Background: an optimization exercise with open tools, aiming at small area. Do not read the settings as production practice.
Function was checked by simulation only, so behaviour that the tests miss may differ from the original.
Power is estimated from default activity; no workload was simulated.

==> flow/design.v <==
module top_master(
    input sys_clk,
    input sys_rst,
    input btn_up,
    input btn_dwn,
    input btn_start,
    input pizza,
    input potato,
    input [5:0] load_minutes,
    input [5:0] load_seconds,
    input temp_SDA_in,
    output [7:0] AN,
    output [6:0] display,
    output DP,
    output [15:0] LED,
    output start,
    output idle,
    output temp_SDA_out,
    output temp_SDA_oe,
    output temp_SCL,
    output buzzer
);
    wire [7:0] lc;
    wire t_1hz, t_400, e_29, e_59, e_05, t_2hz;
    mw_timebase tb(.clk(sys_clk), .rst(sys_rst), .lc(lc), .t_1hz(t_1hz), .t_400(t_400),
                   .e_29(e_29), .e_59(e_59), .e_05(e_05), .t_2hz(t_2hz));
    wire up_p, dn_p, st_p;
    mw_button bu(.clk(sys_clk), .rst(sys_rst), .noisy(btn_up),    .p_edge(up_p));
    mw_button bd(.clk(sys_clk), .rst(sys_rst), .noisy(btn_dwn),   .p_edge(dn_p));
    mw_button bs(.clk(sys_clk), .rst(sys_rst), .noisy(btn_start), .p_edge(st_p));
    wire s, timerEnd;
    wire [1:0] mode;
    mw_ctrl ctrl(.clk(sys_clk), .rst(sys_rst), .up_p(up_p), .dn_p(dn_p), .st_p(st_p),
                 .timerEnd(timerEnd), .s(s), .mode(mode));
    assign start = s;
    assign idle = ~s;
    wire [5:0] minutes, seconds;
    mw_timer tmr(.clk(sys_clk), .rst(sys_rst), .tick(t_1hz), .s(s), .pizza(pizza), .potato(potato),
                 .load_minutes(load_minutes), .load_seconds(load_seconds),
                 .minutes(minutes), .seconds(seconds), .timerEnd(timerEnd));
    mw_buzzer bz(.clk(sys_clk), .rst(sys_rst), .tick(t_2hz), .en(timerEnd), .buzzer(buzzer));
    mw_led led(.clk(sys_clk), .rst(sys_rst), .lc(lc[7:5]), .mode(mode), .s(s), .LED(LED));
    wire [3:0] tq, tr;
    mw_i2c i2c(.clk(sys_clk), .rst(sys_rst), .e_29(e_29), .e_59(e_59), .e_05(e_05),
               .sda_in(temp_SDA_in), .sda_out(temp_SDA_out), .sda_oe(temp_SDA_oe), .scl(temp_SCL),
               .tq(tq), .tr(tr));
    mw_display disp(.clk(sys_clk), .rst(sys_rst), .tick(t_400), .minutes(minutes), .seconds(seconds),
                    .tq(tq), .tr(tr), .mode(mode), .AN(AN), .display(display));
    assign DP = 1'b1;
endmodule
module mw_timebase(
    input clk, rst,
    output reg [7:0] lc,
    output t_1hz,      
    output t_400,      
    output e_29,       
    output e_59,       
    output e_05,       
    output t_2hz       
    );
    reg [1:0] m3;            
    reg [2:0] m5b, m5a;      
    reg [2:0] m7;            
    reg [9:0] m601;          
    wire m5b4 = m5b[2] & ~m5b[1];
    wire m601_end = m601[0] & m601[2] & m601[3] & ~m601[4] & m601[6] & m601[9];
    always @(posedge clk) begin
        if (rst) begin
            lc <= 8'd0; m3 <= 2'd0; m5b <= 3'd0; m5a <= 3'd0; m7 <= 3'b110; m601 <= 10'b0010110000;
        end else begin
            lc <= lc + 8'd1;
            m3 <= {m3[0], ~(m3[1] | m3[0])};
            m5b <= {m5b[1:0], ~(m5b[2] | m5b[1])};
            if (m5b4) m5a <= {m5a[1:0], ~(m5a[2] | m5a[1])};
            m7 <= {m7[1:0], ~(m7[2] ^ m7[1])};
            m601 <= m601_end ? 10'b0010110000 : {m601[8:0], ~(m601[9] ^ m601[6])};
        end
    end
    wire m3is2 = m3[1];
    assign t_1hz = ~lc[0] & m601_end;
    assign t_400 = ~lc[0] & m3is2 & m7[1] & m7[0];
    wire e_x4 = lc[0] & m3is2 & m5b4;
    assign e_29 = e_x4 & ~lc[1];
    assign e_59 = e_x4 & lc[1];
    assign e_05 = lc[0] & ~lc[1] & m3is2 & ~m5b[2] & ~m5b[0];
    assign t_2hz = e_29 & m5a[2] & ~m5a[1];
endmodule
module mw_button(
    input clk,
    input rst,
    input noisy,
    output p_edge
    );
    reg lvl;
    reg [4:0] q;    
    wire x = noisy ^ lvl;
    wire done = q[0] & ~q[1] & q[2];
    wire f = (~q[1] & ~q[4]) | (q[1] & ~q[3] & q[4]);
    always @(posedge clk) begin
        if (rst) begin
            lvl <= 1'b0; q <= 5'b01010;
        end else begin
            q <= (x & ~done) ? {q[3:0], f} : {x, 4'b1010};
            if (x & done) lvl <= ~lvl;
        end
    end
    assign p_edge = lvl & q[4] & q[3] & q[1];
endmodule
module mw_ctrl(
    input clk, rst, up_p, dn_p, st_p, timerEnd,
    output reg s,
    output reg [1:0] mode    
    );
    always @(posedge clk) begin
        if (rst | timerEnd) s <= 1'b0;
        else if (st_p) s <= ~s;
    end
    always @(posedge clk) begin
        if (rst) mode <= 2'b10;
        else if (~s) begin
            if (up_p) mode <= (mode == 2'b10) ? 2'b11 : (mode == 2'b11) ? 2'b01 : 2'b10;
            else if (dn_p) mode <= (mode == 2'b10) ? 2'b01 : (mode == 2'b01) ? 2'b11 : 2'b10;
        end
    end
endmodule
module mw_timer(
    input clk, rst, tick, s, pizza, potato,
    input [5:0] load_minutes, load_seconds,
    output reg [5:0] minutes, seconds,
    output reg timerEnd
    );
    reg running;
    wire [5:0] lm = load_minutes + {3'b000, potato & ~pizza, pizza, potato & ~pizza};
    wire [5:0] m1 = running ? minutes : lm;
    wire [5:0] s1 = running ? seconds : load_seconds;
    wire sz = (s1 == 6'd0);
    wire mz = (m1 == 6'd0);
    wire done = s & sz & mz;
    wire bor = s & sz & ~mz;
    always @(posedge clk) begin
        if (rst) begin
            minutes <= 6'd0; seconds <= 6'd0; timerEnd <= 1'b0; running <= 1'b0;
        end else if (tick) begin
            timerEnd <= done;
            running <= s ? ~done : running;
            minutes <= m1 - {5'd0, bor};
            seconds <= bor ? 6'd59 : s1 - {5'd0, s & ~sz};
        end
    end
endmodule
module mw_buzzer(
    input clk, rst, tick, en,
    output buzzer
    );
    reg [3:0] bp;
    always @(posedge clk) begin
        if (rst) bp <= 4'd2;
        else if (tick) begin
            if (~en) bp <= 4'd2;
            else if (bp != 4'd15) bp <= bp + 4'd1;
        end
    end
    assign buzzer = ~bp[1] & ~bp[0];
endmodule
module mw_led(
    input clk, rst, s,
    input [7:5] lc,
    input [1:0] mode,
    output [15:0] LED
    );
    reg oq;
    reg [3:0] p;     
    reg ud;
    wire oc = (mode == 2'b01) ? lc[7] : (mode == 2'b10) ? lc[6] : lc[5];
    always @(posedge clk) oq <= oc;
    wire len = oc & ~oq;
    always @(posedge clk) begin
        if (rst) begin
            p <= 4'd0; ud <= 1'b0;
        end else if (len) begin
            if (p == 4'd15) begin p <= 4'd1; ud <= ~ud; end
            else p <= p + 4'd1;
        end
    end
    wire [3:0] pos = p ^ {4{ud}};
    assign LED = s ? (16'd1 << pos) : {13'd0, mode == 2'b11, mode[1], 1'b1};
endmodule
module mw_i2c(
    input clk, rst, e_29, e_59, e_05, sda_in,
    output sda_out, sda_oe, scl,
    output reg [3:0] tq, tr
    );
    reg sclr;
    reg [6:0] hi;
    reg ack;
    reg [3:0] aq, ar;
    always @(posedge clk) begin
        if (rst) begin
            sclr <= 1'b1; hi <= 7'd0;
        end else if (e_59) begin
            sclr <= ~sclr;
            if (~sclr) hi <= (hi == 7'd127) ? 7'd100 : hi + 7'd1;
        end
    end
    assign scl = sclr;
    assign sda_oe = (hi < 7'd108) | (hi == 7'd108 & sclr) | (hi == 7'd117 & ~sclr) |
                    (hi == 7'd118 & sclr) | (hi == 7'd126 & ~sclr) | (hi == 7'd127);
    always @(posedge clk) begin
        if (rst) ack <= 1'b1;
        else if (e_29) begin
            if (~sclr) ack <= ~(hi == 7'd101 | hi == 7'd102 | hi == 7'd104);
            else if (hi == 7'd100) ack <= 1'b0;
        end
    end
    assign sda_out = ack;
    wire samp = e_59 & sclr & ((hi >= 7'd111 && hi <= 7'd117) || hi == 7'd119);
    wire [3:0] rin = (hi == 7'd111) ? 4'd0 : ar;
    wire [4:0] sv = {rin, sda_in};
    wire sc = (sv >= 5'd10);
    wire [4:0] sr = sc ? sv - 5'd10 : sv;
    always @(posedge clk)
        if (samp) begin
            ar <= sr[3:0];
            aq <= {aq[2:0], sc};
        end
    always @(posedge clk) begin
        if (rst) begin
            tq <= 4'd0; tr <= 4'd0;
        end else if (e_05 & ~sclr & hi == 7'd126) begin
            tq <= aq; tr <= ar;
        end
    end
endmodule
module mw_display(
    input clk, rst, tick,
    input [5:0] minutes, seconds,
    input [3:0] tq, tr,
    input [1:0] mode,
    output [7:0] AN,
    output reg [6:0] display
    );
    reg [2:0] sel;
    always @(posedge clk)
        if (rst) sel <= 3'd0;
        else if (tick) sel <= sel + 3'd1;
    wire [5:0] tv = sel[1] ? minutes : seconds;
    wire [2:0] tv1 = tv / 6'd10;
    wire [3:0] tv0 = tv % 6'd10;
    wire [3:0] dig = sel[2] ? (sel[0] ? tr : tq) : (sel[0] ? {1'b0, tv1} : tv0);
    reg [6:0] segd;
    always @(*)
        case (dig)
            4'd0: segd = 7'b1000000;
            4'd1: segd = 7'b1111001;
            4'd2: segd = 7'b0100100;
            4'd3: segd = 7'b0110000;
            4'd4: segd = 7'b0011001;
            4'd5: segd = 7'b0010010;
            4'd6: segd = 7'b0000010;
            4'd7: segd = 7'b1111000;
            4'd8: segd = 7'b0000000;
            4'd9: segd = 7'b0010000;
            default: segd = 7'b1111111;
        endcase
    always @(*)
        case (sel)
            3'd4: display = 7'b0011100;
            3'd7: display = (mode == 2'b01) ? 7'b1000111 : (mode == 2'b10) ? 7'b0101011 : 7'b0001001;
            default: display = segd;
        endcase
    assign AN = ~(8'd1 << sel);
endmodule
export LEC_CHECK = 0
export CAP_MARGIN = 20
export CORE_MARGIN = 2
export CORE_UTILIZATION = 40
export SLEW_MARGIN = 20
create_clock -name core_clock -period 10.0 [get_ports {sys_clk}]
standard.sh (not shown) runs the stock make flow with config.mk's settings and CLKGATE_MAP_FILE= SYNTH_SCRIPT=/design/flow/synth_recipe.tcl, a recipe that flattens the netlist after the stock synthesis.
==> flow/flow/run.sh <==
#!/bin/bash
# Own layout flow: the standard flow (standard.sh) with
#  - combinational mapping by an area-oriented ABC script (flow/area.script) and no
#    adder extraction; registers are mapped exactly as in the standard synthesis;
#  - the smallest buffer cell for the port buffers.
set -euo pipefail
W=$(pwd)
cat > "$W/own_synth.tcl" <<EOT
proc abc {args} {
  set i [lsearch -exact \$args -script]
  if {\$i >= 0} { set args [lreplace \$args \$i [expr {\$i+1}]] }
  yosys abc -script $W/flow/area.script {*}\$args
}
source $W/synth_recipe.tcl
EOT
export BUFFER_PORTS_ARGS="-buffer_cell sky130_fd_sc_hd__buf_1"
export CTS_ARGS="-sink_clustering_enable -repair_clock_nets -buf_list sky130_fd_sc_hd__clkbuf_8 -sink_clustering_size 30 -dont_use_dummy_load"
bash "$W/standard.sh" SYNTH_SCRIPT="$W/own_synth.tcl" ADDER_MAP_FILE= finish > "$W/flow_make.log" 2>&1
==> flow/flow/area.script <==
strash
ifraig
dc2
dch -f
amap
topo
Then changed:
--- a/flow/design.v
+++ b/flow/design.v
@@ -91,21 +91,22 @@
     input noisy,
     output p_edge
     );
     reg lvl;
-    reg [4:0] q;    
+    reg [4:0] q;       
+    reg prev;
     wire x = noisy ^ lvl;
     wire done = q[0] & ~q[1] & q[2];
-    wire f = (~q[1] & ~q[4]) | (q[1] & ~q[3] & q[4]);
-    always @(posedge clk) begin
-        if (rst) begin
-            lvl <= 1'b0; q <= 5'b01010;
+    always @(posedge clk) begin
+        if (rst) begin
+            lvl <= 1'b0; q <= 5'b11010;
         end else begin
-            q <= (x & ~done) ? {q[3:0], f} : {x, 4'b1010};
+            q <= (x & ~done) ? {q[3:0], ~(q[4] ^ q[2])} : 5'b11010;
             if (x & done) lvl <= ~lvl;
         end
     end
-    assign p_edge = lvl & q[4] & q[3] & q[1];
+    always @(posedge clk) prev <= lvl;
+    assign p_edge = lvl & ~prev;
 endmodule
 module mw_ctrl(
     input clk, rst, up_p, dn_p, st_p, timerEnd,
     output reg s,
@@ -129,23 +130,30 @@
     output reg [5:0] minutes, seconds,
     output reg timerEnd
     );
     reg running;
-    wire [5:0] lm = load_minutes + {3'b000, potato & ~pizza, pizza, potato & ~pizza};
-    wire [5:0] m1 = running ? minutes : lm;
+    wire [5:0] m1 = running ? minutes : (load_minutes + (pizza ? 6'd2 : potato ? 6'd5 : 6'd0));
     wire [5:0] s1 = running ? seconds : load_seconds;
-    wire sz = (s1 == 6'd0);
-    wire mz = (m1 == 6'd0);
-    wire done = s & sz & mz;
-    wire bor = s & sz & ~mz;
     always @(posedge clk) begin
         if (rst) begin
             minutes <= 6'd0; seconds <= 6'd0; timerEnd <= 1'b0; running <= 1'b0;
         end else if (tick) begin
-            timerEnd <= done;
-            running <= s ? ~done : running;
-            minutes <= m1 - {5'd0, bor};
-            seconds <= bor ? 6'd59 : s1 - {5'd0, s & ~sz};
+            timerEnd <= 1'b0;
+            minutes <= m1;
+            seconds <= s1;
+            if (s) begin
+                if (m1 == 6'd0 && s1 == 6'd0) begin
+                    running <= 1'b0;
+                    timerEnd <= 1'b1;
+                end else if (s1 == 6'd0) begin
+                    seconds <= 6'd59;
+                    minutes <= m1 - 6'd1;
+                    running <= 1'b1;
+                end else begin
+                    seconds <= s1 - 6'd1;
+                    running <= 1'b1;
+                end
+            end
         end
     end
 endmodule
 module mw_buzzer(
@@ -168,22 +176,26 @@
     input [1:0] mode,
     output [15:0] LED
     );
     reg oq;
-    reg [3:0] p;     
+    reg [3:0] pos;
     reg ud;
     wire oc = (mode == 2'b01) ? lc[7] : (mode == 2'b10) ? lc[6] : lc[5];
     always @(posedge clk) oq <= oc;
     wire len = oc & ~oq;
     always @(posedge clk) begin
         if (rst) begin
-            p <= 4'd0; ud <= 1'b0;
+            pos <= 4'd0; ud <= 1'b0;
         end else if (len) begin
-            if (p == 4'd15) begin p <= 4'd1; ud <= ~ud; end
-            else p <= p + 4'd1;
-        end
-    end
-    wire [3:0] pos = p ^ {4{ud}};
+            if (ud) begin
+                if (pos != 4'd0) pos <= pos - 4'd1;
+                else begin ud <= 1'b0; pos <= 4'd1; end
+            end else begin
+                if (pos != 4'd15) pos <= pos + 4'd1;
+                else begin ud <= 1'b1; pos <= 4'd14; end
+            end
+        end
+    end
     assign LED = s ? (16'd1 << pos) : {13'd0, mode == 2'b11, mode[1], 1'b1};
 endmodule
 module mw_i2c(
     input clk, rst, e_29, e_59, e_05, sda_in,
- The changed run finished with timing, DRC and antenna clean
- non-clock buffer count stays the same
- clock skew climbs by 0.016 ns
- final area came out higher by 2.3%
- combinational power falls by about 1%
- clock power is about the same
- worst setup slack improves by 0.29 ns

-- what the ideal ports hide --
The results above use ideal ports. As a check the final layouts listed here were re-extracted and re-timed, cells and wires unchanged.
Step 1: set_driving_cell puts a clkbuf_16 on sys_clk and a buf_2 on each other input, an assumption about the parent block.
Step 2 also shifts input and output timing later by t, the mid clock arrival at the registers, as if the neighbouring blocks saw the same clock.
Slacks: ideal ports / drivers / drivers and shift; pairs: ideal ports / drivers.
run	t (ns)	slack for setup (ns)	worst setup path at the end	clock arrival spread, ns	worst data-port slew with drivers (ns)
the first run	0.381	3.297 / 3.264 / 3.645	register to output	0.018 / 0.018	0.04
the second run	0.383	3.591 / 3.557 / 3.940	register to output	0.031 / 0.032	0.04
After both steps setup and hold are still met in every run listed.
